What follows belongs to an exercise in optimizing a design on an open flow for small area, a short achievable clock period and few clock cycles; a production flow would make more cautious choices.
Where RTL was checked, it was by simulation tests only, not by an equivalence proof against the original.
The RTL of runs 4 to 7 was laid out without a check of its function.
No activity file was given, so power comes from the tool's default toggle rates.

**design/flow/run.sh**
```bash
#!/bin/bash
# synth_recipe.tcl (not shown) runs the flow's synth.tcl, then flattens the netlist and writes it again
# the make line also repeats each setting of config.mk as NAME=value (left out here)
make -C /OpenROAD-flow-scripts/flow DESIGN_CONFIG=/design/flow/config.mk WORK_HOME=/design/flow/orfs CLKGATE_MAP_FILE= SYNTH_SCRIPT=/design/flow/synth_recipe.tcl finish
```
**design/flow/config.mk**
```make
export PLATFORM = sky130hd
export DESIGN_NAME = ME
export DESIGN_NICKNAME = ME
export VERILOG_FILES = /design/flow/design.v
export SDC_FILE = /design/flow/constraint.sdc
export NUM_CORES = 8
export LEC_CHECK = 0
export ABC_AREA = 1
export ABC_CLOCK_PERIOD_IN_PS = 2200
export CAP_MARGIN = 20
export CELL_PAD_IN_SITES_DETAIL_PLACEMENT = 0
export CELL_PAD_IN_SITES_GLOBAL_PLACEMENT = 1
export CORE_MARGIN = 2
export CORE_UTILIZATION = 60
export CTS_CLUSTER_DIAMETER = 100
export CTS_CLUSTER_SIZE = 30
export PLACE_DENSITY = 0.7
export SETUP_SLACK_MARGIN = 3.35
export SLEW_MARGIN = 20
export TNS_END_PERCENT = 100
```
**design/flow/constraint.sdc**
```tcl
create_clock -name core_clock -period 5.5 [get_ports {clk}]
set_input_delay 1.1000 -clock core_clock [delete_from_list [all_inputs] [get_ports {clk}]]
set_output_delay 1.1000 -clock core_clock [all_outputs]
set_load 0.01 [all_outputs]
```
**design/flow/design.v**
```verilog
module ME(
    input clk,
    input rst_n,
    input block_valid,
    input area_valid,
    input [7:0] in_data,
    output logic out_valid,
    output logic signed [2:0] out_vector
);
logic [7:0] nblk [0:15];
always_ff @(posedge clk)
    if (block_valid) begin
        for (int k = 0; k < 15; k++) nblk[k] <= nblk[k+1];
        nblk[15] <= ~in_data;
    end
logic [7:0] pix [0:11];
always_ff @(posedge clk) begin
    pix[0] <= in_data;
    for (int d = 1; d < 12; d++) pix[d] <= pix[d-1];
end
function automatic [7:0] pixd(input integer i);
    pixd = i == 0 ? pix[11] : i == 1 ? pix[7] : i == 2 ? pix[3] : in_data;
endfunction
logic [7:0] adv [0:15];
logic       adc [0:15];
always_ff @(posedge clk)
    for (int k = 0; k < 16; k++)
        {adc[k], adv[k]} <= {1'b0, pixd(k/4)} + {1'b0, nblk[k]};
logic [3:0] pd0 [0:14];
logic [3:0] pd1 [0:14];
logic [3:0] pd2 [0:14];
logic       kc1 [0:14];
logic       kc2 [0:14];
function automatic [3:0] topmask(input integer s);
    integer m, k;
    m = (255 * (s + 1)) >> 8;
    k = 0;
    while (k < m) k = 2 * k + 1;
    topmask = k;
endfunction
function automatic [4:0] radd4(input [3:0] a, input [3:0] b, input ci);
    logic c;
    c = ci;
    for (int i = 0; i < 4; i++) begin
        radd4[i] = a[i] ^ b[i] ^ c;
        c = (a[i] & b[i]) | (c & (a[i] ^ b[i]));
    end
    radd4[4] = c;
endfunction
always_ff @(posedge clk)
    for (int s = 0; s < 15; s++) begin
        logic [11:0] t;
        logic [4:0] q0;
        logic [4:0] q1;
        logic [4:0] q2;
        t = {4'd0, adv[s] ^ {8{~adc[s]}}};
        q0 = radd4((s == 0 ? 4'd0 : pd0[s-1]), t[3:0], adc[s]);
        q1 = radd4((s == 0 ? 4'd0 : pd1[s-1]), t[7:4], (s == 0 ? 1'b0 : kc1[s-1]));
        q2 = radd4((s == 0 ? 4'd0 : pd2[s-1]), t[11:8], (s == 0 ? 1'b0 : kc2[s-1]));
        pd0[s] <= q0[3:0];
        kc1[s] <= q0[4];
        pd1[s] <= q1[3:0];
        kc2[s] <= q1[4];
        pd2[s] <= q2[3:0] & topmask(s);
    end
logic [11:0] sad;
always_ff @(posedge clk)
    sad <= {pd2[14], pd1[14], pd0[14]} + ({11'd0, kc1[14]} << 4) + ({11'd0, kc2[14]} << 8)
           + {4'd0, adv[15] ^ {8{~adc[15]}}} + {11'd0, adc[15]};
logic [5:0] idx;
logic v1, v2;
always_ff @(posedge clk, negedge rst_n)
    if (!rst_n) begin
        v1 <= 1'b0;
        v2 <= 1'b0;
    end else begin
        v1 <= area_valid;
        v2 <= v1;
    end
always_ff @(posedge clk)
    idx <= block_valid ? 6'd0 : idx + {5'd0, v2};
wire win_ok = v2 && idx[5:3] >= 3'd3 && idx[2:0] >= 3'd3;
wire first  = idx == 6'd27;
logic [11:0] nmin;    
wire better = first || sad < ~nmin;
logic [2:0] min_x, min_y;
wire [2:0] cur_x = idx[2:0] - 3'd5;    
wire [2:0] cur_y = 3'd5 - idx[5:3];    
always_ff @(posedge clk)
    if (win_ok && better) begin
        nmin    <= ~sad;
        min_x   <= cur_x;
        min_y   <= cur_y;
    end
wire last = v2 && idx == 6'd63;
logic second;
always_ff @(posedge clk, negedge rst_n)
    if (!rst_n) begin
        out_valid  <= 1'b0;
        second     <= 1'b0;
        out_vector <= 3'd0;
    end else begin
        second    <= last;
        out_valid <= last || second;
        if (last)
            out_vector <= better ? cur_x : min_x;
        else if (second)
            out_vector <= min_y;
        else
            out_vector <= 3'd0;
    end
endmodule
```
==> results of run 1 <==
registers in the layout, indices dropped and copies added, names as in the netlist:
| name | flops |
|---|---|
| min_x | 3 |
| nblk | 128 |
| pix | 96 |
| kc2 | 14 |
| adv | 128 |
| pd2 | 43 |
| idx | 6 |
| kc1 | 15 |
| nmin | 12 |
| sad | 12 |
| v2 | 1 |
| adc | 16 |
| second | 1 |
| out_valid | 1 |
| pd0 | 60 |
| min_y | 3 |
| out_vector | 3 |
| pd1 | 60 |
| v1 | 1 |
layout by cell type (no fill, tap or decap), drive strengths merged, types with 3 or more instances in the layout:
cell,netlist,final
buf,17,30
o21ai,17,17
dfxtp,450,450
dfrtp,7,7
mux2i,14,14
xor2,137,137
clkbuf,0,44
xnor2,106,106
nand2,139,139
nor3,7,7
nor2,50,50
nand4,30,30
inv,276,276
dlymetal6s2s,0,3
a21oi,127,127
o211ai,18,18
ha,195,195
fa,116,116
edfxtp,146,146
nand3,77,77
cell families (layout without fill, tap and decap cells):
logic type	count (synthesis)	count (layout)	synth area share
flip-flops	603	603	0.566
adder cells (fa/ha/maj)	311	311	0.199
AND/OR/NAND/NOR	303	303	0.0563
buffers and inverters	293	359	0.0468
XOR/XNOR	243	243	0.0888
AO/OA/AOI/OAI	165	165	0.0373
multiplexers	15	15	0.00631
path summary, 6_finish.rpt:
path	endpoint	slack (ns)	cells past startpoint
max	sad[9]$_DFF_P_	3.30	13
min	pix[6][4]$_DFF_P_	0.33	0
max reg2reg	sad[9]$_DFF_P_	3.30	13
min reg2reg	pix[6][4]$_DFF_P_	0.33	0
max in group asynchronous	v1$_DFF_PN0_	4.49	1
min in group asynchronous	out_valid$_DFF_PN0_	0.77	1
worst max-delay path: stages (launching register included):
cell,delay [ns]
dfxtp_4,0.39
xor2_2,0.16
fa_1,0.52
inv_2,0.05
ha_4,0.22
buf_6,0.12
a21oi_4,0.13
o21ai_2,0.08
nor2_1,0.12
nor2_2,0.05
nand2_1,0.07
nand2_1,0.05
nand2_1,0.07
nand2_1,0.05
where the power goes:
group          switching, W  internal (W)
combinational       0.00212       0.00174
sequential         0.000566       0.00576
clock               0.00131      0.000855
layout make-up:
class,count,area share
tap,525,0.0253
clock inverter,2,0.00178
inverter,276,0.0398
timing repair buffer,39,0.0123
sequential,603,0.524
multi-input combinational,1037,0.371
clock buffer,42,0.0257
cell usage after synthesis:
cell type    n
a21oi_1    127
nand4_1     30
o21ai_1      4
mux2i_1     14
nor2_1      47
nand2_4      1
edfxtp_1   146
dfrtp_1      7
o211ai_1    17
inv_1      274
nand2_1    135
o211ai_2     1
xnor2_1    106
buf_2       17
nand3_1     77
a21o_1       2
dfxtp_1    450
mux2_2       1
o21bai_2     1
o21ai_2      2
nor3_2       2
nor3_1       5
o21ai_0     11
inv_2        2
nor2_2       3
fa_1       116
ha_1       195
nand2_2      3
xor2_1     137
metal layers:
| metal | GRT usage | wire (microns) |
|---|---|---|
| met3 | 0.0218 | 952 |
| met2 | 0.363 | 20000 |
| met1 | 0.266 | 18500 |
| met5 | 0 | 0 |
| met4 | 0.0370 | 783 |
per-stage QoR:
stage          instance area, sq um   util  hold WS [ns]  std cells
2_1_floorplan                 24100      -         0.310       1933
3_3_place_gp                  24800  0.628         0.310       2458
3_5_place_dp                  24800  0.628         0.312       2458
4_1_cts                       25900  0.654         0.330       2524
5_1_grt                       26000  0.657         0.341       2524
6_report                      26000  0.657         0.326       2524
timing repair:
action                                  CTS  global route
setup buffers                            22             0
endpoints found under the setup margin   87            38
pin swaps                                25            21
resized for setup                        95            49
==> flow_summary.json, run 1 <==
{
  "timing.critical_path.from_type": "flop",
  "tritoncts": "done",
  "numCtsBuffers": 24,
  "drt-total-wl_mm": 40.2,
  "finalCritPeriodShare": 0.399,
  "dpl_wire_length_mm": 29.6,
  "max_cap_viol_count": 0,
  "num_antenna_cells": 0,
  "worst_ep_arrival_time_ns": 2.68,
  "synth.distinct_cells": 29,
  "period_needed_ns": 2.20,
  "vdd_drop_max_mv": 0.293,
  "synth.top_cell.area_share": 0.376,
  "total_leakage_power_nw": 11.6,
  "ant_nets": 0,
  "worst_skew_pair.late_latency_ns": 0.60,
  "synth_cells": 1933,
  "gr-total-overflow": 0,
  "drt_iter0_markers": 591,
  "clkSinkCount": 603,
  "status": "finished clean",
  "worst_setup_path_end_kind": "flop",
  "root_buffer": "clkbuf_16",
  "antenna_found_initial": 0,
  "grt_start_max_net_pins": 80,
  "dr_total_vias": 12556,
  "grt_pass1_vias": 13215,
  "avgSynthCellArea_sq_um": 12.4,
  "dp_worst_setup_slack_ns": 2.25,
  "h-tree-depth": 1,
  "synthToLayoutAreaGrowth_pct": 8.44,
  "post_synth_instance_area_sq_mm": 0.0240,
  "tns_ns": 0,
  "seq_area_frac_synth": 0.566,
  "wire_length_of_the_first_global_routing_pass_mm": 65.9,
  "finalSetupViolCount": 0,
  "power_w": 0.0123,
  "final_critical_path_setup_slack_ns": 3.30,
  "timing.hold.worst.start": "pix[5][4]$_DFF_P_",
  "vias_per_cell": 4.97,
  "clkSlewWorstSetupHoldPaths_ns": 0.12,
  "die_footprint_sq_mm": 0.0416,
  "worst_pin_slew_ns": 0.807,
  "power.density_cell_area_mw_per_mm2": 475,
  "initial_core_util": 0.606,
  "maxSlewViolCount": 0,
  "unrepaired_setup_endpoints_after_global_routing": "true",
  "design.portCount": 16,
  "mappedNetlistNets": 2256,
  "fp.dieH_microns": 204,
  "worst_r2r_startpoint": "adc[15]$_DFF_P_",
  "cts-hold-fix-buffers": 0,
  "firstDrtPassIters": 5,
  "die_width_microns": 204,
  "cp.required_ns": 5.98,
  "final_layout_size_suffix_gt1_frac": 0.0925,
  "hold_viol_final": 0,
  "sequential_cell_area_sq_mm": 0.0136,
  "finalNetCount": 2304,
  "relSlewSlack": 0.462,
  "worstSetupStartpoint": "adc[15]$_DFF_P_",
  "placement_rows": 73,
  "maxClockFrequency_ghz": 0.455,
  "synthDominantAreaCellType": "dfxtp_1",
  "portBuffers": 15,
  "netlist_top_cells_area": "dfxtp_1 38%, edfxtp_1 18%, ha_1 10%, fa_1 9.7%, xor2_1 5.0%",
  "finClkSkew_ns": 0.0355,
  "core_area_sq_mm": 0.0395,
  "timing_worst_setup_path_type": "reg2reg",
  "grtUsageTotal": 0.202,
  "synth.yosys.warnings": 10,
  "critical_path_peak_fanout": 6,
  "drt-wirelength-per-cell_microns": 15.9,
  "gp_congestion": 0.804,
  "route.detailed.drc": 0,
  "postSynthRegisterBits": 603,
  "multi_input_comb_area_sq_mm": 0.00965,
  "min_path_type": "reg2reg",
  "cts-root-to-sink-buffers": 3,
  "fill_cells": 2963
}
Testbench counts, summed over its fixed seeds: cycles 43,008.
==> run 2, diff against run 1 <==
--- a/design/flow/config.mk
+++ b/design/flow/config.mk
@@ -10,5 +10,5 @@
 export CAP_MARGIN = 20
 export CELL_PAD_IN_SITES_DETAIL_PLACEMENT = 0
-export CELL_PAD_IN_SITES_GLOBAL_PLACEMENT = 1
+export CELL_PAD_IN_SITES_GLOBAL_PLACEMENT = 0
 export CORE_MARGIN = 2
 export CORE_UTILIZATION = 60
==> flow_summary.json, run 2 <==
{
  "timing.hold.worst.start": "pix[2][6]$_DFF_P_",
  "route.detailed.drc": 0,
  "worst_pin_slew_ns": 0.916,
  "final_layout_size_suffix_gt1_frac": 0.0915,
  "clkSinkCount": 603,
  "placement_rows": 73,
  "timing.critical_path.from_type": "flop",
  "gr-total-overflow": 0,
  "maxClockFrequency_ghz": 0.457,
  "yosysMostFrequentCell": "dfxtp_1",
  "dpl_wire_length_mm": 28.9,
  "placed_cells_incl_taps": 2457,
  "min_path_type": "reg2reg",
  "grtUsageTotal": 0.197,
  "power.density_cell_area_mw_per_mm2": 478,
  "async_flop_share": 0.0116,
  "synthDominantAreaCellType": "dfxtp_1",
  "post_synth_most_frequent_cells": "450 x dfxtp_1, 274 x inv_1, 195 x ha_1",
  "dr_total_vias": 12632,
  "final_critical_path_setup_slack_ns": 3.31,
  "mappedNetlistNets": 2256,
  "worst_r2r_startpoint": "adv[11][4]$_DFF_P_",
  "synthToLayoutAreaGrowth_pct": 8.56,
  "synth.distinct_cells": 29,
  "gp_congestion": 0.852,
  "die_width_microns": 204,
  "design.portCount": 16,
  "wire_length_of_the_first_global_routing_pass_mm": 65.0,
  "relSlewSlack": 0.390,
  "synth.yosys.warnings": 10,
  "grt_start_max_net_pins": 134,
  "clkSlewWorstSetupHoldPaths_ns": 0.11,
  "firstDrtPassIters": 7,
  "critical_path_peak_fanout": 1,
  "h-tree-depth": 1,
  "finClkSkew_ns": 0.0247,
  "design_area_sq_mm": 0.0260,
  "portBuffers": 15,
  "stdcell_count": 2525,
  "core_area_sq_mm": 0.0395,
  "worst_ep_arrival_time_ns": 1.09,
  "timing_worst_setup_path_type": "reg2out",
  "most_common_cell_after_layout_fill_and_taps_aside": "dfxtp_1",
  "worstSetupStartpoint": "out_vector[2]$_DFF_PN0_",
  "max_cap_viol_count": 0,
  "root_buffer": "clkbuf_16",
  "cts-hold-fix-buffers": 0,
  "die_footprint_sq_mm": 0.0416,
  "layout.cells.most_common_list": "433 x dfxtp_1, 255 x inv_1, 183 x ha_1, 146 x edfxtp_1",
  "fp.dieH_microns": 204,
  "synth_flop_cell": "dfxtp_1",
  "netlist_top_cells_area": "dfxtp_1 38%, edfxtp_1 18%, ha_1 10%, fa_1 9.7%, xor2_1 5.0%",
  "cp_cell_sequence": "buf_6",
  "tritoncts": "done",
  "total_leakage_power_nw": 11.6,
  "vias_per_cell": 5.00,
  "synth_cells": 1933,
  "finalNetCount": 2305,
  "timing.critical_path.slowest_stage_cell": "dfrtp_1",
  "grt_pass1_vias": 12936,
  "unrepaired_setup_endpoints_after_global_routing": "true",
  "max_stage_delay_ns": 0.40,
  "period_needed_ns": 2.19,
  "antenna_found_initial": 0,
  "hold_viol_final": 0,
  "seq_area_frac_synth": 0.566,
  "num_antenna_cells": 0,
  "synth.top_cell.area_share": 0.376,
  "synth-edff-count": 146,
  "cts-root-to-sink-buffers": 3,
  "numCtsBuffers": 24,
  "vdd_drop_max_mv": 0.241,
  "avgSynthCellArea_sq_um": 12.4,
  "worst_skew_pair.late_latency_ns": 0.57,
  "cp.buffers_inverters": 1,
  "worst_setup_path_end_kind": "output port",
  "place_area_sq_mm": 0.0248,
  "finalSetupViolCount": 0,
  "drt-wirelength-per-cell_microns": 15.7,
  "drt_iter0_markers": 584,
  "finalCritPeriodShare": 0.398,
  "status": "finished clean",
  "cp_top_family": "flip-flops",
  "ant_nets": 0,
  "post_synth_instance_area_sq_mm": 0.0240,
  "initial_core_util": 0.606,
  "postSynthRegisterBits": 603,
  "dp_worst_setup_slack_ns": 2.24,
  "drt-total-wl_mm": 39.7,
  "tns_ns": 0,
  "cp.required_ns": 4.40,
  "maxSlewViolCount": 0
}
## run 2: changes by cell type in the layout (fill, tap and decap cells not counted), moves of 4 or more
cell,change
xor2_1,+4
inv_2,-4
xor2_2,-4
inv_1,+4
## run 2: routing by layer
layer	GRT usage	part of all wire	up-vias
met5	0	0	-
met4	0.0396	0.018	0
met3	0.0199	0.023	38
met2	0.338	0.48	151
met1	0.274	0.48	6083
li1	-	-	6360
## run 2: cell families (layout without fill, tap and decap cells)
family | after synthesis | in the layout | synth area share
muxes | 15 | 15 | 0.00631
AOI/OAI and AO/OA | 165 | 165 | 0.0373
buffers and inverters | 293 | 360 | 0.0468
DFF | 603 | 603 | 0.566
adders and majority gates | 311 | 311 | 0.199
and+or+nand+nor | 303 | 303 | 0.0563
xor gates and xnor gates | 243 | 243 | 0.0888
## run 2: timing repair
action | CTS | global route
buffers inserted | 24 | 0
endpoints found under the setup margin | 81 | 32
pin swaps | 9 | 9
resized for setup | 66 | 75
## run 2: layout make-up
cell class,instances,area [sq um]
clock buffers,42,689
clock inverters,2,28.8
fillers,2939,13500
inverters,276,1040
multi-input cells,1037,9640
flip-flops and latches,603,13600
well taps,525,657
repair buffers,40,349
## run 2: power by group
group | switching [W] | internal [W] | leakage [nW]
sequential | 0.000583 | 0.00576 | 5.31
clock | 0.00130 | 0.000880 | 0.342
combinational | 0.00217 | 0.00176 | 5.93
## run 2: per-stage QoR
stage               utilization  hold WS [ns]  total power (W)
finish                    0.658         0.325           0.0125
global route              0.658         0.324           0.0135
CTS                       0.653         0.327           0.0125
detailed placement        0.628         0.312           0.0101
global placement          0.628         0.311           0.0100
floorplan                     -         0.310          0.00889
## run 2: final timing paths
check,to,slack (ns),depth (start not counted)
setup reg to reg,pd1[11][3]$_DFF_P_,3.37,8
hold reg to reg,pix[3][6]$_DFF_P_,0.32,0
setup / recovery,out_vector[2],3.31,1
min in group asynchronous,out_valid$_DFF_PN0_,0.76,1
max in group asynchronous,second$_DFF_PN0_,4.52,1
hold / removal,pix[3][6]$_DFF_P_,0.32,0
==> run 3, diff against run 2 <==
==> design/flow/config.mk (replaced) <==
export PLATFORM = sky130hd
export DESIGN_NAME = ME
export DESIGN_NICKNAME = ME
export VERILOG_FILES = /design/flow/design.v
export SDC_FILE = /design/flow/constraint.sdc
export NUM_CORES = 8
export LEC_CHECK = 0
export ABC_AREA = 1
export ABC_CLOCK_PERIOD_IN_PS = 2200
export CAP_MARGIN = 5
export CORE_MARGIN = 2
export CORE_UTILIZATION = 60
export CTS_CLUSTER_DIAMETER = 100
export CTS_CLUSTER_SIZE = 30
export SETUP_SLACK_MARGIN = 3.35
export SLEW_MARGIN = 5
export TNS_END_PERCENT = 100
==> flow_summary.json, run 3 <==
{
  "cts-root-to-sink-buffers": 3,
  "min_path_type": "reg2reg",
  "maxSlewViolCount": 0,
  "portBuffers": 15,
  "unrepaired_setup_endpoints_after_global_routing": "true",
  "cp.required_ns": 4.40,
  "combPwrFrac": 0.321,
  "avgSynthCellArea_sq_um": 12.4,
  "vdd_drop_max_mv": 0.301,
  "power.switching_fraction": 0.325,
  "hold_viol_final": 0,
  "grt_start_max_net_pins": 79,
  "cp_cell_sequence": "buf_6",
  "period_needed_ns": 2.19,
  "worst_setup_path_end_kind": "output port",
  "finalCritPeriodShare": 0.398,
  "finalNetCount": 2308,
  "cts-hold-fix-buffers": 0,
  "finalSetupViolCount": 0,
  "postSynthRegisterBits": 603,
  "tns_ns": 0,
  "design.portCount": 16,
  "worst_pin_slew_ns": 0.803,
  "synth.top_cell.area_share": 0.376,
  "ant_nets": 0,
  "synthDominantAreaCellType": "dfxtp_1",
  "timing.critical_path.from_type": "flop",
  "core_area_sq_mm": 0.0395,
  "grt_pass1_vias": 13120,
  "cp.buffers_inverters": 1,
  "firstDrtPassIters": 4,
  "root_buffer": "clkbuf_16",
  "net_switching_power_w": 0.00409,
  "timing.critical_path.slowest_stage_cell": "dfrtp_1",
  "status": "finished clean",
  "tritoncts": "done",
  "sequential_cell_area_sq_mm": 0.0136,
  "drt_iter0_markers": 465,
  "timing_worst_setup_path_type": "reg2out",
  "cp_top_family": "flip-flops",
  "finClkSkew_ns": 0.0316,
  "yosysMostFrequentCell": "dfxtp_1",
  "async_flop_share": 0.0116,
  "vias_per_cell": 4.97,
  "wire_length_of_the_first_global_routing_pass_mm": 65.3,
  "post_synth_most_frequent_cells": "450 x dfxtp_1, 274 x inv_1, 195 x ha_1",
  "gr-total-overflow": 0,
  "max_cap_viol_count": 0,
  "final_layout_size_suffix_gt1_frac": 0.102,
  "layout.cells.most_common_list": "432 x dfxtp_1, 249 x inv_1, 181 x ha_1, 146 x edfxtp_1, 130 x nand2_1",
  "die_width_microns": 204,
  "placement_rows": 73,
  "drt-wirelength-per-cell_microns": 15.9,
  "grtUsageTotal": 0.200,
  "power_report.internal_total_w": 0.00850,
  "most_common_cell_after_layout_fill_and_taps_aside": "dfxtp_1",
  "initial_core_util": 0.606,
  "clkSlewWorstSetupHoldPaths_ns": 0.12,
  "numCtsBuffers": 24,
  "worst_ep_arrival_time_ns": 1.09,
  "dr_total_vias": 12566,
  "critical_path_peak_fanout": 1,
  "synth_cells": 1933,
  "relSlewSlack": 0.465,
  "maxClockFrequency_ghz": 0.457,
  "multi_input_comb_area_sq_mm": 0.00973,
  "power_frac_seq": 0.503,
  "clkSinkCount": 603,
  "synth_flop_cell": "dfxtp_1",
  "netlist_top_cells_area": "dfxtp_1 38%, edfxtp_1 18%, ha_1 10%, fa_1 9.7%, xor2_1 5.0%",
  "fp.dieH_microns": 204,
  "antenna_found_initial": 0,
  "synth.distinct_cells": 29,
  "h-tree-depth": 1,
  "die_footprint_sq_mm": 0.0416,
  "design_area_sq_mm": 0.0261,
  "fill_cells": 3047,
  "pwr-share-clk": 0.177,
  "mappedNetlistNets": 2256,
  "synth-edff-count": 146,
  "route.detailed.drc": 0,
  "total_leakage_power_nw": 11.6,
  "synth.yosys.warnings": 10,
  "place_area_sq_mm": 0.0248,
  "post_synth_instance_area_sq_mm": 0.0240,
  "max_stage_delay_ns": 0.40,
  "power.density_cell_area_mw_per_mm2": 482,
  "dpl_wire_length_mm": 29.6,
  "num_antenna_cells": 0,
  "gp_congestion": 0.812,
  "drt-total-wl_mm": 40.2,
  "seq_area_frac_synth": 0.566,
  "synthToLayoutAreaGrowth_pct": 9.05,
  "worst_skew_pair.late_latency_ns": 0.58
}
## run 3: cell counts after synthesis
Identical to the previous run, type by type.
## run 3: worst paths after layout
path	from	end	slack, ns	depth (start not counted)
max	out_vector[1]$_DFF_PN0_	out_vector[1]	3.31	1
min	kc2[1]$_DFF_P_	pd2[2]$_DFF_P_	0.33	0
max reg2reg	adc[5]$_DFF_P_	pd1[5][3]$_DFF_P_	3.34	8
min reg2reg	kc2[1]$_DFF_P_	pd2[2]$_DFF_P_	0.33	0
max in group asynchronous	rst_n	out_vector[2]$_DFF_PN0_	4.52	1
min in group asynchronous	rst_n	second$_DFF_PN0_	0.76	1
## run 3: routing by layer
metal	share of wire	GRT usage	vias up
met3	0.022	0.0214	47
met5	0	0	-
met4	0.019	0.0401	0
met1	0.47	0.268	6056
li1	-	-	6346
met2	0.49	0.354	117
## run 3: area by class of cell
cell class	instances	share of cell area
clock buffers	43	0.0273
clock inverters	1	0.00115
inverters	276	0.0397
multi-input cells	1037	0.372
flip-flops and latches	603	0.521
well taps	525	0.0251
repair buffers	43	0.0134
## run 3: per-stage QoR
| step | total power, W | hold slack (ns) | utilization | worst slack, ns | std cells |
|---|---|---|---|---|---|
| CTS | 0.0125 | 0.326 | 0.653 | 3.19 | 2520 |
| global route | 0.0136 | 0.332 | 0.661 | 3.25 | 2528 |
| detailed placement | 0.0101 | 0.312 | 0.628 | 2.18 | 2458 |
| floorplan | 0.00889 | 0.310 | - | 3.23 | 1933 |
| global placement | 0.0100 | 0.310 | 0.628 | 2.25 | 2458 |
| finish | 0.0126 | 0.327 | 0.661 | 3.31 | 2528 |
## run 3: cells by family (layout without fill, tap and decap cells)
kind of cell               Yosys count  in the layout  share of synthesized area
AOI/OAI and AO/OA                  165            165                     0.0373
muxes                               15             15                    0.00631
adders and majority gates          311            311                      0.199
DFF                                603            603                      0.566
xor gates and xnor gates           243            243                     0.0888
and+or+nand+nor                    303            303                     0.0563
buffers and inverters              293            363                     0.0468
## run 3: power by group through the flow
stage | combinational (W) | sequential, W | clock [W]
after floorplan | 0.00267 | 0.00622 | 0
after global placement | 0.00355 | 0.00647 | 0
after detailed placement | 0.00360 | 0.00647 | 0
after CTS | 0.00389 | 0.00634 | 0.00229
after global routing | 0.00474 | 0.00645 | 0.00244
final | 0.00404 | 0.00633 | 0.00222
## run 3: repair_timing
item | in CTS | in global routing
pin swaps | 11 | 33
gates cloned | 0 | 0
gates resized for setup | 75 | 86
endpoints found under the setup margin | 91 | 55
buffers inserted | 18 | 8
==> run 4, diff against run 3 <==
--- a/design/flow/design.v
+++ b/design/flow/design.v
@@ -64,8 +64,20 @@
         pd2[s] <= q2[3:0] & topmask(s);
     end
+logic [11:0] r14;
+always_comb begin
+    logic c;
+    logic [4:0] q;
+    r14[3:0] = pd0[14];
+    c = 1'b0;
+    q = radd4(pd1[14], {3'd0, kc1[14]}, c);
+    r14[7:4] = q[3:0];
+    c = q[4];
+    q = radd4(pd2[14], {3'd0, kc2[14]}, c);
+    r14[11:8] = q[3:0];
+    c = q[4];
+end
 logic [11:0] sad;
 always_ff @(posedge clk)
-    sad <= {pd2[14], pd1[14], pd0[14]} + ({11'd0, kc1[14]} << 4) + ({11'd0, kc2[14]} << 8)
-           + {4'd0, adv[15] ^ {8{~adc[15]}}} + {11'd0, adc[15]};
+    sad <= r14 + {4'd0, adv[15] ^ {8{~adc[15]}}} + {11'd0, adc[15]};
 logic [5:0] idx;
 logic v1, v2;
--- a/design/flow/config.mk
+++ b/design/flow/config.mk
@@ -8,10 +8,10 @@
 export ABC_AREA = 1
 export ABC_CLOCK_PERIOD_IN_PS = 2200
-export CAP_MARGIN = 5
+export CAP_MARGIN = 20
 export CORE_MARGIN = 2
 export CORE_UTILIZATION = 60
 export CTS_CLUSTER_DIAMETER = 100
 export CTS_CLUSTER_SIZE = 30
-export SETUP_SLACK_MARGIN = 3.35
-export SLEW_MARGIN = 5
+export SETUP_SLACK_MARGIN = 3.3
+export SLEW_MARGIN = 20
 export TNS_END_PERCENT = 100
==> flow_summary.json, run 4 <==
{
  "relSlewSlack": 0.591,
  "max_cap_viol_count": 0,
  "finClkSkew_ns": 0.0289,
  "initial_core_util": 0.610,
  "synth_cells": 2000,
  "synthDominantAreaCellType": "dfxtp_1",
  "root_buffer": "clkbuf_16",
  "worst_hold_slack_ns": 0.331,
  "synth.top_cell.area_share": 0.370,
  "critical_path_peak_fanout": 5,
  "vdd_drop_max_mv": 0.276,
  "status": "finished clean",
  "die_footprint_sq_mm": 0.0422,
  "die_width_microns": 205,
  "grt_start_max_net_pins": 64,
  "clkSinkCount": 603,
  "placement_rows": 73,
  "worst_pin_slew_ns": 0.613,
  "synth-edff-count": 146,
  "timing.critical_path.from_type": "flop",
  "hold_viol_final": 0,
  "vias_per_cell": 4.94,
  "finalCritPeriodShare": 0.422,
  "antenna_found_initial": 0,
  "drt-wirelength-per-cell_microns": 15.6,
  "cts-hold-fix-buffers": 0,
  "h-tree-depth": 1,
  "timing_worst_setup_path_type": "reg2reg",
  "dp_worst_setup_slack_ns": 2.25,
  "yosysMostFrequentCell": "dfxtp_1",
  "synth.distinct_cells": 29,
  "grt_pass1_vias": 12875,
  "cp_top_family": "adder cells",
  "firstDrtPassIters": 5,
  "route.detailed.drc": 0,
  "fp.dieH_microns": 205,
  "async_flop_share": 0.0116,
  "fill_cells": 3051,
  "dpl_wire_length_mm": 30.8,
  "power.density_cell_area_mw_per_mm2": 476,
  "max_stage_delay_ns": 0.58,
  "tritoncts": "done",
  "tns_ns": 0,
  "cts-root-to-sink-buffers": 3,
  "wire_length_of_the_first_global_routing_pass_mm": 66.2,
  "mappedNetlistNets": 2320,
  "cp_cell_sequence": "xor2_1 > fa_2 > fa_2 > fa_2 > fa_2 > inv_1",
  "finalNetCount": 2365,
  "most_common_cell_after_layout_fill_and_taps_aside": "dfxtp_1",
  "postSynthRegisterBits": 603,
  "worst_ep_arrival_time_ns": 2.80,
  "cp.buffers_inverters": 1,
  "num_antenna_cells": 0,
  "design.portCount": 16,
  "gp_congestion": 0.842,
  "worst_skew_pair.late_latency_ns": 0.57,
  "worst_setup_path_end_kind": "flop",
  "drt-total-wl_mm": 40.4,
  "final_layout_size_suffix_gt1_frac": 0.0878,
  "total_leakage_power_nw": 11.9,
  "grtUsageTotal": 0.201,
  "portBuffers": 15,
  "layout.cells.most_common_list": "433 x dfxtp_1, 353 x inv_1, 181 x ha_1, 163 x xor2_1, 146 x edfxtp_1",
  "cpMostUsedCell": "fa_2",
  "synthToLayoutAreaGrowth_pct": 8.00,
  "synth.yosys.warnings": 10,
  "avgSynthCellArea_sq_um": 12.2,
  "maxSlewViolCount": 0,
  "finalSetupViolCount": 0,
  "timing.critical_path.slowest_stage_cell": "fa_2",
  "dr_total_vias": 12780,
  "power_w": 0.0125,
  "maxClockFrequency_ghz": 0.431,
  "cp.required_ns": 5.98,
  "seq_area_frac_synth": 0.558,
  "post_synth_most_frequent_cells": "450 x dfxtp_1, 356 x inv_1, 192 x ha_1",
  "clkSlewWorstSetupHoldPaths_ns": 0.11,
  "post_synth_instance_area_sq_mm": 0.0243,
  "min_path_type": "reg2reg",
  "unrepaired_setup_endpoints_after_global_routing": "true",
  "ant_nets": 0,
  "drt_iter0_markers": 548,
  "core_area_sq_mm": 0.0399,
  "synth_flop_cell": "dfxtp_1",
  "gr-total-overflow": 0,
  "numCtsBuffers": 24,
  "final_critical_path_setup_slack_ns": 3.18,
  "period_needed_ns": 2.32,
  "netlist_top_cells_area": "dfxtp_1 37%, edfxtp_1 18%, ha_1 9.9%, fa_1 9.5%, xor2_1 5.9%"
}
## run 4: changes by cell type after synthesis, sizes merged, moves of 4 or more
| cell | before | now |
|---|---|---|
| nand3 | 77 | 53 |
| xnor2 | 106 | 84 |
| o21ai | 17 | 29 |
| o211ai | 18 | 22 |
| mux2i | 14 | 0 |
| a21oi | 127 | 136 |
| xor2 | 137 | 163 |
| nor2 | 50 | 19 |
| nand2 | 139 | 145 |
| inv | 276 | 356 |
| o21bai | 1 | 13 |
| mux2 | 1 | 14 |
## run 4: routing by layer
metal | global-route usage | vias to the layer above | wire length, microns
met5 | 0 | - | 0
met4 | 0.0403 | 0 | 778
met3 | 0.0211 | 48 | 1190
met2 | 0.332 | 175 | 18600
met1 | 0.291 | 6082 | 19900
li1 | - | 6475 | -
## run 4: path summary, 6_finish.rpt
check	start	end	slack (ns)	cells past startpoint
setup / recovery	adc[7]$_DFF_P_	pd1[7][3]$_DFF_P_	3.18	6
hold / removal	pix[8][2]$_DFF_P_	pix[9][2]$_DFF_P_	0.33	0
setup reg to reg	adc[7]$_DFF_P_	pd1[7][3]$_DFF_P_	3.18	6
max in group asynchronous	rst_n	out_vector[2]$_DFF_PN0_	4.51	1
min in group asynchronous	rst_n	out_vector[0]$_DFF_PN0_	0.76	1
hold reg to reg	pix[8][2]$_DFF_P_	pix[9][2]$_DFF_P_	0.33	0
## run 4: cell type report
cell class / instances / area (sq um) / area share
well taps: 525 / 657 / 0.0250
clock buffers: 41 / 686 / 0.0261
clock inverters: 1 / 30.0 / 0.00114
multi-input cells: 1023 / 9630 / 0.367
flip-flops and latches: 603 / 13600 / 0.518
inverters: 357 / 1340 / 0.0511
repair buffers: 36 / 303 / 0.0115
## run 4: power by group
group | switching (W) | leakage, nW | total (W) | internal (W)
Combinational | 0.00226 | 6.26 | 0.00405 | 0.00178
Clock | 0.00129 | 0.338 | 0.00217 | 0.000873
Sequential | 0.000532 | 5.31 | 0.00629 | 0.00576
Total | 0.00409 | 11.9 | 0.0125 | 0.00841
## run 4: per-stage QoR
stage	instance area, sq um	util	cells
after CTS	26200	0.656	2581
after global placement	25200	0.632	2525
after detailed placement	25200	0.632	2525
after global routing	26300	0.658	2586
after floorplan	24500	-	2000
final	26300	0.658	2586
## run 4: kinds of logic after synthesis
| group | Yosys count | share of synthesized area |
|---|---|---|
| and+or+nand+nor | 251 | 0.0456 |
| adders and majority gates | 308 | 0.194 |
| buffers and inverters | 374 | 0.0588 |
| AOI/OAI and AO/OA | 203 | 0.0483 |
| xor gates and xnor gates | 247 | 0.0889 |
| muxes | 14 | 0.00648 |
| DFF | 603 | 0.558 |
## run 4: worst reg2reg max path: cells and delay by family, from the launching register on
kind       cells  cell delay, ns
flops          1            0.38
xor+xnor       1            0.17
buf+inv        1            0.05
fa+ha+maj      4            1.62
## run 4: timing repair
action	4_1_cts	5_1_grt
gates resized for setup	78	16
setup endpoints to repair	74	51
setup buffers	14	5
pin swaps	10	9
==> run 5, diff against run 4 <==
--- a/design/flow/config.mk
+++ b/design/flow/config.mk
@@ -6,5 +6,4 @@
 export NUM_CORES = 8
 export LEC_CHECK = 0
-export ABC_AREA = 1
 export ABC_CLOCK_PERIOD_IN_PS = 2200
 export CAP_MARGIN = 20
==> flow_summary.json, run 5 <==
{
  "design_area_sq_mm": 0.0259,
  "finalSetupViolCount": 0,
  "maxClockFrequency_ghz": 0.420,
  "finalNetCount": 2208,
  "h-tree-depth": 1,
  "antenna_found_initial": 0,
  "min_path_type": "reg2reg",
  "gp_congestion": 0.781,
  "vdd_drop_max_mv": 0.317,
  "die_width_microns": 203,
  "fill_cells": 2876,
  "post_synth_most_frequent_cells": "450 x dfxtp_1, 277 x inv_1, 192 x ha_1",
  "worst_ep_arrival_time_ns": 2.87,
  "cp.buffers_inverters": 0,
  "netlist_top_cells_area": "dfxtp_1 38%, edfxtp_1 18%, ha_1 10%, fa_1 9.8%, xnor2_1 5.5%",
  "async_flop_share": 0.0116,
  "cpMostUsedCell": "ha_4",
  "firstDrtPassIters": 6,
  "power.density_cell_area_mw_per_mm2": 483,
  "portBuffers": 15,
  "placement_rows": 72,
  "layout.cells.most_common_list": "428 x dfxtp_1, 275 x inv_1, 177 x ha_1, 148 x xnor2_1, 146 x edfxtp_1",
  "grt_start_max_net_pins": 92,
  "cp.required_ns": 5.99,
  "core_area_sq_mm": 0.0388,
  "multi_input_comb_area_sq_mm": 0.00955,
  "gr-total-overflow": 0,
  "synth_flop_cell": "dfxtp_1",
  "drt-total-wl_mm": 38.3,
  "drt_iter0_markers": 485,
  "power_frac_seq": 0.501,
  "postSynthRegisterBits": 603,
  "tritoncts": "done",
  "total_leakage_power_nw": 11.4,
  "finalCritPeriodShare": 0.432,
  "synthDominantAreaCellType": "dfxtp_1",
  "design.portCount": 16,
  "ant_nets": 0,
  "period_needed_ns": 2.38,
  "max_cap_viol_count": 0,
  "timing_worst_setup_path_type": "reg2reg",
  "power.switching_fraction": 0.317,
  "hold_viol_final": 0,
  "synth.top_cell.area_share": 0.379,
  "most_common_cell_after_layout_fill_and_taps_aside": "dfxtp_1",
  "grtUsageTotal": 0.197,
  "initial_core_util": 0.612,
  "grt_pass1_vias": 12723,
  "synth.yosys.warnings": 10,
  "clkSinkCount": 603,
  "final_layout_size_suffix_gt1_frac": 0.107,
  "timing.critical_path.slowest_stage_cell": "dfxtp_2",
  "dr_total_vias": 11838,
  "root_buffer": "clkbuf_16",
  "drt-wirelength-per-cell_microns": 15.8,
  "pwr-share-clk": 0.175,
  "num_antenna_cells": 0,
  "synth.distinct_cells": 45,
  "dpl_wire_length_mm": 28.0,
  "maxSlewViolCount": 0,
  "fp.dieH_microns": 203,
  "synthToLayoutAreaGrowth_pct": 9.15,
  "cp_top_family": "adder cells",
  "tns_ns": 0,
  "worst_setup_path_end_kind": "flop",
  "sequential_cell_area_sq_mm": 0.0136,
  "synth-edff-count": 146,
  "status": "finished clean",
  "die_footprint_sq_mm": 0.0412,
  "seq_area_frac_synth": 0.571,
  "vias_per_cell": 4.88,
  "worst_pin_slew_ns": 0.983,
  "numCtsBuffers": 24,
  "net_switching_power_w": 0.00397,
  "power_report.internal_total_w": 0.00856,
  "avgSynthCellArea_sq_um": 12.9,
  "critical_path_peak_fanout": 3,
  "unrepaired_setup_endpoints_after_global_routing": "true",
  "cts-root-to-sink-buffers": 3,
  "finClkSkew_ns": 0.0359,
  "place_area_sq_mm": 0.0248,
  "mappedNetlistNets": 2157,
  "clkSlewWorstSetupHoldPaths_ns": 0.11,
  "timing.critical_path.from_type": "flop",
  "route.detailed.drc": 0,
  "wire_length_of_the_first_global_routing_pass_mm": 64.4,
  "synth_cells": 1837,
  "yosysMostFrequentCell": "dfxtp_1",
  "cp_cell_sequence": "ha_4 > ha_4 > ha_4 > ha_4 > fa_2 > ha_4 > ha_4 > xnor2_4 > nor2_1 > o21ai_1 > nand2_1 > a311oi_2",
  "worst_skew_pair.late_latency_ns": 0.58,
  "post_synth_instance_area_sq_mm": 0.0237,
  "combPwrFrac": 0.324,
  "max_stage_delay_ns": 0.35,
  "relSlewSlack": 0.345
}
run 5: changes by cell type after synthesis, sizes merged, moves of 18 or more:
cell,delta
nor2,+41
nand3,-45
a21oi,-75
nor2b,+18
xor2,-66
o21ai,+27
inv,-78
a21o,+30
nand4,-26
xnor2,+66
o211ai,-21
nand2,-86
run 5: cell families (layout without fill, tap and decap cells):
logic type               Yosys count  in the layout  share of synthesized area
flip-flops                       603            603                      0.571
buffers and inverters            295            362                     0.0470
XOR/XNOR                         247            247                     0.0911
AO/OA/AOI/OAI                    179            179                     0.0468
AND/OR/NAND/NOR                  187            189                     0.0364
multiplexers                      18             18                    0.00853
adder cells (fa/ha/maj)          308            308                      0.199
run 5: area by class of cell:
| class | instances | share of cell area |
|---|---|---|
| clock buffers | 43 | 0.0267 |
| clock inverters | 1 | 0.00116 |
| inverters | 278 | 0.0404 |
| multi-input cells | 941 | 0.369 |
| flip-flops and latches | 603 | 0.526 |
| well taps | 518 | 0.0250 |
| repair buffers | 40 | 0.0122 |
run 5: repair_timing:
item | in CTS | in global routing
buffers inserted | 16 | 7
gates cloned | 1 | 1
endpoints found under the setup margin | 86 | 71
resized for setup | 66 | 33
endpoints found under the hold margin | 0 | 0
pin swaps | 14 | 11
hold buffers | 0 | 0
run 5: worst reg2reg max path, delay by kind of cell (launching register included):
kind | cells | cell delay (ns)
DFF | 1 | 0.35
adders and majority gates | 7 | 1.30
AOI/OAI and AO/OA | 2 | 0.33
and+or+nand+nor | 2 | 0.16
xor gates and xnor gates | 1 | 0.15
run 5: routing by layer:
layer	wire length, microns	track usage
met2	19100	0.352
met1	17700	0.260
met3	685	0.0210
met5	0	0
met4	776	0.0401
run 5: stage by stage:
stage	total power (W)	util	worst slack (ns)	cells	hold WS (ns)
floorplan	0.00911	-	3.17	1837	0.310
global placement	0.0102	0.640	2.01	2355	0.310
detailed placement	0.0102	0.640	2.01	2355	0.312
CTS	0.0125	0.663	3.13	2416	0.334
global route	0.0136	0.668	3.05	2424	0.334
finish	0.0125	0.668	3.12	2424	0.329
run 5: power by group through the flow:
stage / combinational (W) / sequential, W / clock, W
6_report: 0.00406 / 0.00627 / 0.00219
5_1_grt: 0.00483 / 0.00640 / 0.00241
4_1_cts: 0.00400 / 0.00629 / 0.00226
3_5_place_dp: 0.00384 / 0.00640 / 0
3_3_place_gp: 0.00377 / 0.00640 / 0
2_1_floorplan: 0.00292 / 0.00619 / 0
run 5: path summary, 6_finish.rpt:
check | startpoint | to | depth (start not counted) | slack (ns)
hold / removal | pix[10][5]$_DFF_P_ | pix[11][5]$_DFF_P_ | 0 | 0.33
setup / recovery | kc1[14]$_DFF_P_ | sad[11]$_DFF_P_ | 12 | 3.12
max in group asynchronous | rst_n | v1$_DFF_PN0_ | 1 | 4.50
setup reg to reg | kc1[14]$_DFF_P_ | sad[11]$_DFF_P_ | 12 | 3.12
hold reg to reg | pix[10][5]$_DFF_P_ | pix[11][5]$_DFF_P_ | 0 | 0.33
min in group asynchronous | rst_n | out_valid$_DFF_PN0_ | 1 | 0.76
==> run 6, diff against run 5 <==
--- a/design/flow/design.v
+++ b/design/flow/design.v
@@ -14,11 +14,18 @@
         nblk[15] <= ~in_data;
     end
-logic [7:0] pix [0:11];
+logic [7:0] pix [0:18];
 always_ff @(posedge clk) begin
     pix[0] <= in_data;
-    for (int d = 1; d < 12; d++) pix[d] <= pix[d-1];
+    for (int d = 1; d < 19; d++) pix[d] <= pix[d-1];
 end
-function automatic [7:0] pixd(input integer i);
-    pixd = i == 0 ? pix[11] : i == 1 ? pix[7] : i == 2 ? pix[3] : in_data;
+function automatic integer adage(input integer k);
+    integer i, j, s;
+    i = k / 4;
+    j = k % 4;
+    s = i < 3 ? 2 * i + j / 2 : (j < 2 ? 6 : j + 5);    
+    adage = 19 + s - 8 * i - j;
+endfunction
+function automatic [7:0] pixa(input integer age);
+    pixa = age == 0 ? in_data : pix[age - 1];
 endfunction
 logic [7:0] adv [0:15];
@@ -26,13 +33,11 @@
 always_ff @(posedge clk)
     for (int k = 0; k < 16; k++)
-        {adc[k], adv[k]} <= {1'b0, pixd(k/4)} + {1'b0, nblk[k]};
-logic [3:0] pd0 [0:14];
-logic [3:0] pd1 [0:14];
-logic [3:0] pd2 [0:14];
-logic       kc1 [0:14];
-logic       kc2 [0:14];
+        {adc[k], adv[k]} <= {1'b0, pixa(adage(k))} + {1'b0, nblk[k]};
+logic [3:0] d0 [0:7], d1 [0:7], d2 [0:7];
+logic       k1 [0:7], k2 [0:7];
 function automatic [3:0] topmask(input integer s);
-    integer m, k;
-    m = (255 * (s + 1)) >> 8;
+    integer n, m, k;
+    n = s < 7 ? 2 * (s + 1) : 15;      
+    m = (255 * n) >> 8;
     k = 0;
     while (k < m) k = 2 * k + 1;
@@ -49,35 +54,33 @@
 endfunction
 always_ff @(posedge clk)
-    for (int s = 0; s < 15; s++) begin
-        logic [11:0] t;
-        logic [4:0] q0;
-        logic [4:0] q1;
-        logic [4:0] q2;
-        t = {4'd0, adv[s] ^ {8{~adc[s]}}};
-        q0 = radd4((s == 0 ? 4'd0 : pd0[s-1]), t[3:0], adc[s]);
-        q1 = radd4((s == 0 ? 4'd0 : pd1[s-1]), t[7:4], (s == 0 ? 1'b0 : kc1[s-1]));
-        q2 = radd4((s == 0 ? 4'd0 : pd2[s-1]), t[11:8], (s == 0 ? 1'b0 : kc2[s-1]));
-        pd0[s] <= q0[3:0];
-        kc1[s] <= q0[4];
-        pd1[s] <= q1[3:0];
-        kc2[s] <= q1[4];
-        pd2[s] <= q2[3:0] & topmask(s);
+    for (int s = 0; s < 8; s++) begin
+        logic [7:0] x, ta, tb, fs, fc;
+        logic [4:0] q0, q1;
+        logic [3:0] q2;
+        x = s == 0 ? 8'd0 : {d1[s-1], d0[s-1]};
+        if (s < 7) begin
+            ta = adv[2*s] ^ {8{~adc[2*s]}};
+            tb = adv[2*s+1] ^ {8{~adc[2*s+1]}};
+            fs = x ^ ta ^ tb;
+            fc = (x & ta) | (x & tb) | (ta & tb);
+            q0 = {1'b0, fs[3:0]} + {1'b0, fc[2:0], adc[2*s]} + {4'd0, adc[2*s+1]};
+            q1 = {1'b0, fs[7:4]} + {1'b0, fc[6:3]} + {4'd0, s == 0 ? 1'b0 : k1[s-1]};
+            q2 = (s == 0 ? 4'd0 : d2[s-1]) + {3'd0, fc[7]} + {3'd0, s == 0 ? 1'b0 : k2[s-1]};
+        end else begin
+            ta = adv[14] ^ {8{~adc[14]}};
+            q0 = radd4(x[3:0], ta[3:0], adc[14]);
+            q1 = radd4(x[7:4], ta[7:4], k1[s-1]);
+            q2 = d2[s-1] + {3'd0, k2[s-1]};
+        end
+        d0[s] <= q0[3:0];
+        k1[s] <= q0[4];
+        d1[s] <= q1[3:0];
+        k2[s] <= q1[4];
+        d2[s] <= q2 & topmask(s);
     end
-logic [11:0] r14;
-always_comb begin
-    logic c;
-    logic [4:0] q;
-    r14[3:0] = pd0[14];
-    c = 1'b0;
-    q = radd4(pd1[14], {3'd0, kc1[14]}, c);
-    r14[7:4] = q[3:0];
-    c = q[4];
-    q = radd4(pd2[14], {3'd0, kc2[14]}, c);
-    r14[11:8] = q[3:0];
-    c = q[4];
-end
 logic [11:0] sad;
 always_ff @(posedge clk)
-    sad <= r14 + {4'd0, adv[15] ^ {8{~adc[15]}}} + {11'd0, adc[15]};
+    sad <= {d2[7], d1[7], d0[7]} + ({11'd0, k1[7]} << 4) + ({11'd0, k2[7]} << 8)
+           + {4'd0, adv[15] ^ {8{~adc[15]}}} + {11'd0, adc[15]};
 logic [5:0] idx;
 logic v1, v2;
--- a/design/flow/config.mk
+++ b/design/flow/config.mk
@@ -12,5 +12,6 @@
 export CTS_CLUSTER_DIAMETER = 100
 export CTS_CLUSTER_SIZE = 30
-export SETUP_SLACK_MARGIN = 3.3
+export PLACE_DENSITY = 0.7
+export SETUP_SLACK_MARGIN = 3.35
 export SLEW_MARGIN = 20
 export TNS_END_PERCENT = 100
==> flow_summary.json, run 6 <==
{
  "hold_viol_final": 0,
  "max_stage_delay_ns": 0.40,
  "die_width_microns": 202,
  "grtUsageTotal": 0.194,
  "timing_worst_setup_path_type": "reg2reg",
  "register_to_register_setup_slack_ns": 3.24,
  "worst_ep_arrival_time_ns": 2.70,
  "drt-wirelength-per-cell_microns": 15.7,
  "netlist_top_cells_area": "dfxtp_1 36%, edfxtp_1 19%, ha_1 12%, fa_1 9.0%, xnor2_1 6.3%",
  "net_switching_power_w": 0.00486,
  "grt_pass1_vias": 13210,
  "synth.distinct_cells": 36,
  "dr_total_vias": 12249,
  "pwr-share-clk": 0.145,
  "destination_of_the_worst_register_to_register_timing_path": "sad[11]$_DFF_P_",
  "combPwrFrac": 0.452,
  "synth.top_cell.area_share": 0.355,
  "synthToLayoutAreaGrowth_pct": 11.4,
  "numCtsBuffers": 23,
  "final_layout_size_suffix_gt1_frac": 0.141,
  "clkSlewWorstSetupHoldPaths_ns": 0.12,
  "power.switching_fraction": 0.344,
  "final_critical_path_setup_slack_ns": 3.24,
  "ant_nets": 0,
  "placement_rows": 72,
  "finalSetupViolCount": 0,
  "die_footprint_sq_mm": 0.0409,
  "power_report.internal_total_w": 0.00928,
  "total_leakage_power_nw": 11.5,
  "reg2reg_depth": 11,
  "cts-hold-fix-buffers": 0,
  "regMostFlops": "pix",
  "clkSinkCount": 572,
  "synthDominantAreaCellType": "dfxtp_1",
  "cp_cell_sequence": "xnor2_2 > ha_1 > ha_2 > inv_2 > fa_2 > nor2b_1 > o21a_1 > o21ai_2 > a21oi_2 > a211oi_2 > xnor2_1",
  "max_cap_viol_count": 0,
  "worst_setup_path_end_kind": "flop",
  "antenna_found_initial": 0,
  "route.detailed.drc": 0,
  "cts-root-to-sink-buffers": 3,
  "tritoncts": "done",
  "gr-total-overflow": 0,
  "min_path_type": "reg2reg",
  "grt_start_max_net_pins": 53,
  "power.density_cell_area_mw_per_mm2": 538,
  "worst_hold_slack_ns": 0.326,
  "core_area_sq_mm": 0.0387,
  "finalCritPeriodShare": 0.410,
  "fp.dieH_microns": 202,
  "cp.required_ns": 5.95,
  "vias_per_cell": 4.98,
  "relSlewSlack": 0.573,
  "async_flop_share": 0.0122,
  "postSynthRegisterBits": 572,
  "tns_ns": 0,
  "timing.critical_path.from_type": "flop",
  "drt-total-wl_mm": 38.5,
  "setup.worst_path.end": "sad[11]$_DFF_P_",
  "unrepaired_setup_endpoints_after_global_routing": "true",
  "worstSetupStartpoint": "adc[15]$_DFF_P_",
  "seq_area_frac_synth": 0.549,
  "initial_core_util": 0.609,
  "post_synth_most_frequent_cells": "419 x dfxtp_1, 231 x inv_1, 219 x ha_1",
  "most_common_cell_after_layout_fill_and_taps_aside": "dfxtp_1",
  "h-tree-depth": 1,
  "worst_skew_pair.late_latency_ns": 0.56,
  "timing.hold.worst.start": "pix[14][4]$_DFF_P_",
  "synth.yosys.warnings": 10,
  "synth_cells": 1843,
  "post_synth_instance_area_sq_mm": 0.0236,
  "largest_reg_flops": 152,
  "avgSynthCellArea_sq_um": 12.8,
  "num_antenna_cells": 0,
  "period_needed_ns": 2.26,
  "drt_iter0_markers": 358,
  "worst_hold_path.num_cells": 0,
  "yosysMostFrequentCell": "dfxtp_1",
  "synth_flop_cell": "dfxtp_1",
  "synth-edff-count": 146,
  "mappedNetlistNets": 2180,
  "vdd_drop_max_mv": 0.309,
  "design.portCount": 16,
  "layout.cells.most_common_list": "403 x dfxtp_1, 215 x inv_1, 203 x ha_1, 152 x xnor2_1, 146 x edfxtp_1",
  "finalNetCount": 2262,
  "power_frac_seq": 0.404,
  "maxSlewViolCount": 0,
  "maxClockFrequency_ghz": 0.443,
  "firstDrtPassIters": 4,
  "dp_worst_setup_slack_ns": 2.26,
  "dpl_wire_length_mm": 28.7,
  "portBuffers": 15,
  "wire_length_of_the_first_global_routing_pass_mm": 63.8,
  "root_buffer": "clkbuf_16",
  "critical_path_peak_fanout": 7,
  "worst_r2r_startpoint": "adc[15]$_DFF_P_",
  "finClkSkew_ns": 0.0365,
  "gp_congestion": 0.781,
  "status": "finished clean",
  "timing.critical_path.slowest_stage_cell": "dfxtp_4",
  "worst_pin_slew_ns": 0.640
}
[run 6: how the worst min path moves through the flow]
stage / endpoint / slack, ns
after floorplan: pix[10][0]$_DFF_P_ / 0.31
after CTS: pix[15][4]$_DFF_P_ / 0.33
after detailed placement: pix[16][2]$_DFF_P_ / 0.31
final: pix[15][4]$_DFF_P_ / 0.33
after global placement: pix[9][3]$_DFF_P_ / 0.31
after global routing: pix[16][2]$_DFF_P_ / 0.34
[run 6: worst max-delay path: cells and delay by family, from the launching register on]
kind,cells,cell delay [ns]
buf+inv,1,0.05
fa+ha+maj,3,0.68
simple gates,1,0.05
flops,1,0.40
compound gates,4,0.72
xor+xnor,2,0.24
[run 6: power by group through the flow]
stage / Combinational, W / Sequential, W / Clock [W]
6_report: 0.00638 / 0.00571 / 0.00205
5_1_grt: 0.00733 / 0.00580 / 0.00226
4_1_cts: 0.00602 / 0.00571 / 0.00212
3_5_place_dp: 0.00554 / 0.00580 / 0
3_3_place_gp: 0.00542 / 0.00580 / 0
2_1_floorplan: 0.00433 / 0.00561 / 0
[run 6: cells by family after synthesis]
group	synth area share
XOR/XNOR	0.102
AO/OA/AOI/OAI	0.0656
AND/OR/NAND/NOR	0.0367
multiplexers	0.00133
buffers and inverters	0.0399
adder cells (fa/ha/maj)	0.206
flip-flops	0.549
[run 6: area by class of cell]
| class | count | area (sq um) |
|---|---|---|
| Sequential cell | 572 | 13000 |
| Fill cell | 2838 | 12400 |
| Multi-Input combinational cell | 1022 | 10500 |
| Inverter | 231 | 867 |
| Tap cell | 518 | 648 |
| Clock buffer | 40 | 639 |
| Timing Repair Buffer | 75 | 623 |
| Clock inverter | 1 | 30.0 |
[run 6: metal layers]
metal	track usage	part of all wire	up-vias
met5	0	0	-
met1	0.231	0.42	5941
met3	0.0203	0.020	59
met4	0.0472	0.021	0
met2	0.373	0.53	86
li1	-	-	6163
[run 6: through the flow]
| stage | std cells | area [sq um] | power (W) | util |
|---|---|---|---|---|
| finish | 2459 | 26300 | 0.0141 | 0.679 |
| global route | 2459 | 26300 | 0.0154 | 0.679 |
| CTS | 2443 | 25800 | 0.0138 | 0.666 |
| detailed placement | 2360 | 24600 | 0.0113 | 0.635 |
| global placement | 2360 | 24600 | 0.0112 | 0.635 |
| floorplan | 1843 | 24000 | 0.00994 | - |
[run 6: what timing repair did]
action,CTS,global route
pin swaps,43,68
setup buffers,42,16
gates resized for setup,97,82
endpoints found under the setup margin,104,94
==> run 7, diff against run 6 <==
--- a/design/flow/config.mk
+++ b/design/flow/config.mk
@@ -6,4 +6,5 @@
 export NUM_CORES = 8
 export LEC_CHECK = 0
+export ABC_AREA = 1
 export ABC_CLOCK_PERIOD_IN_PS = 2200
 export CAP_MARGIN = 20
==> flow_summary.json, run 7 <==
{
  "status": "finished clean",
  "vdd_drop_max_mv": 0.342,
  "post_synth_most_frequent_cells": "419 x dfxtp_1, 291 x inv_1, 219 x ha_1",
  "relSlewSlack": 0.425,
  "vias_per_cell": 5.05,
  "largest_reg_flops": 152,
  "maxSlewViolCount": 0,
  "grt_start_max_net_pins": 84,
  "cts-root-to-sink-buffers": 3,
  "synth.mux.area_fraction": 0.000887,
  "fill_cells": 2928,
  "synth-compound-area-share": 0.0469,
  "finalSetupViolCount": 0,
  "avgSynthCellArea_sq_um": 11.8,
  "drt_iter0_markers": 536,
  "grtUsageTotal": 0.201,
  "synth-simple-area-share": 0.0617,
  "largest_family_of_logic_cells_by_synthesized_area": "adder cells",
  "critical_path_peak_fanout": 1,
  "gr-total-overflow": 0,
  "synthToLayoutAreaGrowth_pct": 10.4,
  "synthDominantAreaCellType": "dfxtp_1",
  "core_area_sq_mm": 0.0396,
  "yosysMostFrequentCell": "dfxtp_1",
  "async_flop_share": 0.0122,
  "timing.critical_path.slowest_stage_cell": "dfrtp_1",
  "total_leakage_power_nw": 11.9,
  "cp_cell_sequence": "buf_2",
  "power.density_cell_area_mw_per_mm2": 534,
  "drt-wirelength-per-cell_microns": 15.7,
  "root_buffer": "clkbuf_16",
  "finClkSkew_ns": 0.0303,
  "finalNetCount": 2427,
  "initial_core_util": 0.605,
  "unrepaired_setup_endpoints_after_global_routing": "true",
  "cp.buffers_inverters": 1,
  "yosys.area_share.adder": 0.203,
  "detailroute.wirelength.met3_microns": 789,
  "maxClockFrequency_ghz": 0.458,
  "worst_ep_arrival_time_ns": 1.08,
  "design.portCount": 16,
  "seq_area_frac_synth": 0.540,
  "regMostFlops": "pix",
  "worst_pin_slew_ns": 0.862,
  "wire_length_of_the_first_global_routing_pass_mm": 66.8,
  "clkSlewWorstSetupHoldPaths_ns": 0.12,
  "netlist_top_cells_area": "dfxtp_1 35%, edfxtp_1 18%, ha_1 11%, fa_1 8.8%, xor2_1 6.8%",
  "portBuffers": 15,
  "synth.yosys.warnings": 10,
  "drt-total-wl_mm": 41.4,
  "reg2reg_depth": 6,
  "layout.cells.most_common_list": "403 x dfxtp_1, 283 x inv_1, 198 x ha_1, 159 x xor2_1",
  "worst_r2r_startpoint": "adc[10]$_DFF_P_",
  "die_width_microns": 204,
  "num_antenna_cells": 0,
  "fp.dieH_microns": 204,
  "mappedNetlistNets": 2362,
  "worstSetupStartpoint": "out_vector[0]$_DFF_PN0_",
  "gp_congestion": 0.849,
  "routed_met2_length_mm": 21.2,
  "firstDrtPassIters": 7,
  "synth.distinct_cells": 29,
  "placement_rows": 73,
  "destination_of_the_worst_register_to_register_timing_path": "d1[5][1]$_DFF_P_",
  "die_footprint_sq_mm": 0.0416,
  "cp_top_family": "flip-flops",
  "dpl_wire_length_mm": 30.9,
  "final_layout_size_suffix_gt1_frac": 0.103,
  "stdcell_count": 2631,
  "grt_pass1_vias": 13930,
  "critical_path_cell_count": 1,
  "worst_setup_path_end_kind": "output port",
  "synth.top_cell.area_share": 0.350,
  "hold_viol_final": 0,
  "synth_flop_cell": "dfxtp_1",
  "worst_skew_pair.late_latency_ns": 0.57,
  "max_cap_viol_count": 0,
  "finalCritPeriodShare": 0.397,
  "post_synth_instance_area_sq_mm": 0.0240,
  "m1WireLength_mm": 18.0,
  "antenna_found_initial": 0,
  "postSynthRegisterBits": 572,
  "tns_ns": 0,
  "placed_cells_incl_taps": 2550,
  "synth-edff-count": 146,
  "timing_worst_setup_path_type": "reg2out",
  "synth_cells": 2025,
  "dr_total_vias": 13275,
  "synth_xor_area_frac": 0.0986,
  "clkSinkCount": 572,
  "setup.worst_path.end": "out_vector[0]",
  "register_to_register_setup_slack_ns": 3.32,
  "timing.critical_path.from_type": "flop",
  "highest_layer": "met4",
  "h-tree-depth": 1,
  "most_common_cell_after_layout_fill_and_taps_aside": "dfxtp_1",
  "ant_nets": 0,
  "max_stage_delay_ns": 0.38,
  "route.detailed.drc": 0,
  "numCtsBuffers": 23,
  "tritoncts": "done",
  "period_needed_ns": 2.18,
  "cp.required_ns": 4.40,
  "min_path_type": "reg2reg"
}
[run 7: what timing repair did]
item	in CTS	in global routing
gates resized for setup	75	102
cloned	0	0
buffers inserted	27	13
endpoints found under the setup margin	97	71
hold buffers	0	0
pin swaps	4	35
[run 7: area by class of cell]
class                           count  area (sq um)  share of cell area
Clock inverter                      2          35.0             0.00132
Inverter                          293          1100              0.0415
Clock buffer                       39           636              0.0240
Multi-Input combinational cell   1143         10600               0.399
Tap cell                          525           657              0.0248
Sequential cell                   572         13000               0.491
Timing Repair Buffer               57           472              0.0178
[run 7: layer usage]
metal / up-vias / track usage
met3: 72 / 0.0217
met1: 6368 / 0.247
met2: 142 / 0.370
li1: 6693 / -
met4: 0 / 0.0657
met5: - / 0
[run 7: cells by family (layout without fill, tap and decap cells)]
group           count (synthesis)  in the layout
flops                         572            572
simple gates                  336            336
fa+ha+maj                     325            325
buf+inv                       310            391
xor+xnor                      270            270
compound gates                210            210
mux                             2              2
[run 7: how the worst min path moves through the flow]
stage / start / endpoint / slack (ns) / depth (start not counted)
3_3_place_gp: pix[7][3]$_DFF_P_ / pix[8][3]$_DFF_P_ / 0.31 / 0
5_1_grt: pix[3][6]$_DFF_P_ / pix[4][6]$_DFF_P_ / 0.31 / 0
3_5_place_dp: pix[13][5]$_DFF_P_ / pix[14][5]$_DFF_P_ / 0.31 / 0
2_1_floorplan: pix[9][0]$_DFF_P_ / pix[10][0]$_DFF_P_ / 0.31 / 0
4_1_cts: pix[3][6]$_DFF_P_ / pix[4][6]$_DFF_P_ / 0.30 / 0
6_report: pix[3][6]$_DFF_P_ / pix[4][6]$_DFF_P_ / 0.30 / 0
[run 7: power by group]
group	leakage (nW)	total, W	switching [W]	internal (W)
sequential	5.05	0.00570	0.000441	0.00526
combinational	6.54	0.00638	0.00348	0.00290
clock	0.318	0.00205	0.00123	0.000814
total	11.9	0.0141	0.00515	0.00898
[run 7: stage by stage]
stage | area [sq um] | hold WS (ns) | power (W) | setup slack (ns) | util
final | 26500 | 0.302 | 0.0141 | 3.32 | 0.668
after global routing | 26500 | 0.309 | 0.0154 | 3.24 | 0.668
after CTS | 25800 | 0.304 | 0.0136 | 3.29 | 0.652
after global placement | 24800 | 0.310 | 0.0112 | 2.42 | 0.626
after floorplan | 24100 | 0.310 | 0.00988 | 3.25 | -
after detailed placement | 24800 | 0.312 | 0.0114 | 2.34 | 0.626

==> afterwards: timing with drivers on the ports <==
The results above use ideal ports. As a check the final layouts listed here were re-extracted and re-timed, cells and wires unchanged. Step 1 (the two cells are an assumption about what drives the block):
set clk [get_ports {clk}]
set_driving_cell -lib_cell sky130_fd_sc_hd__clkbuf_16 $clk
set_driving_cell -lib_cell sky130_fd_sc_hd__buf_2 [delete_from_list [all_inputs] $clk]
Step 2 times the ports against the registers' clock, not the clock port: input delays grow and output delays shrink by t, the midpoint of the rising clock arrivals with the driver on. a / b / c = ideal ports / drivers / drivers and shift; a / b = the first two.
run | t, ns | setup slack, ns | slew at the worst register clock pin (ns)
run 1 | 0.635 | 3.303 / 3.262 / 2.808 | 0.12 / 0.12
run 2 | 0.617 | 3.313 / 3.255 / 2.855 | 0.11 / 0.11
run 3 | 0.623 | 3.310 / 3.254 / 2.805 | 0.12 / 0.12
run 4 | 0.623 | 3.179 / 3.179 / 2.767 | 0.12 / 0.12
run 5 | 0.615 | 3.122 / 3.122 / 2.753 | 0.11 / 0.11
run 6 | 0.599 | 3.244 / 3.244 / 2.856 | 0.12 / 0.12
run 7 | 0.609 | 3.315 / 3.259 / 2.786 | 0.12 / 0.12
After both steps setup and hold are still met in every run listed. For run 7, which loses most, drivers alone change the setup slack by -0.056 ns; drivers and shift together by -0.529 ns.
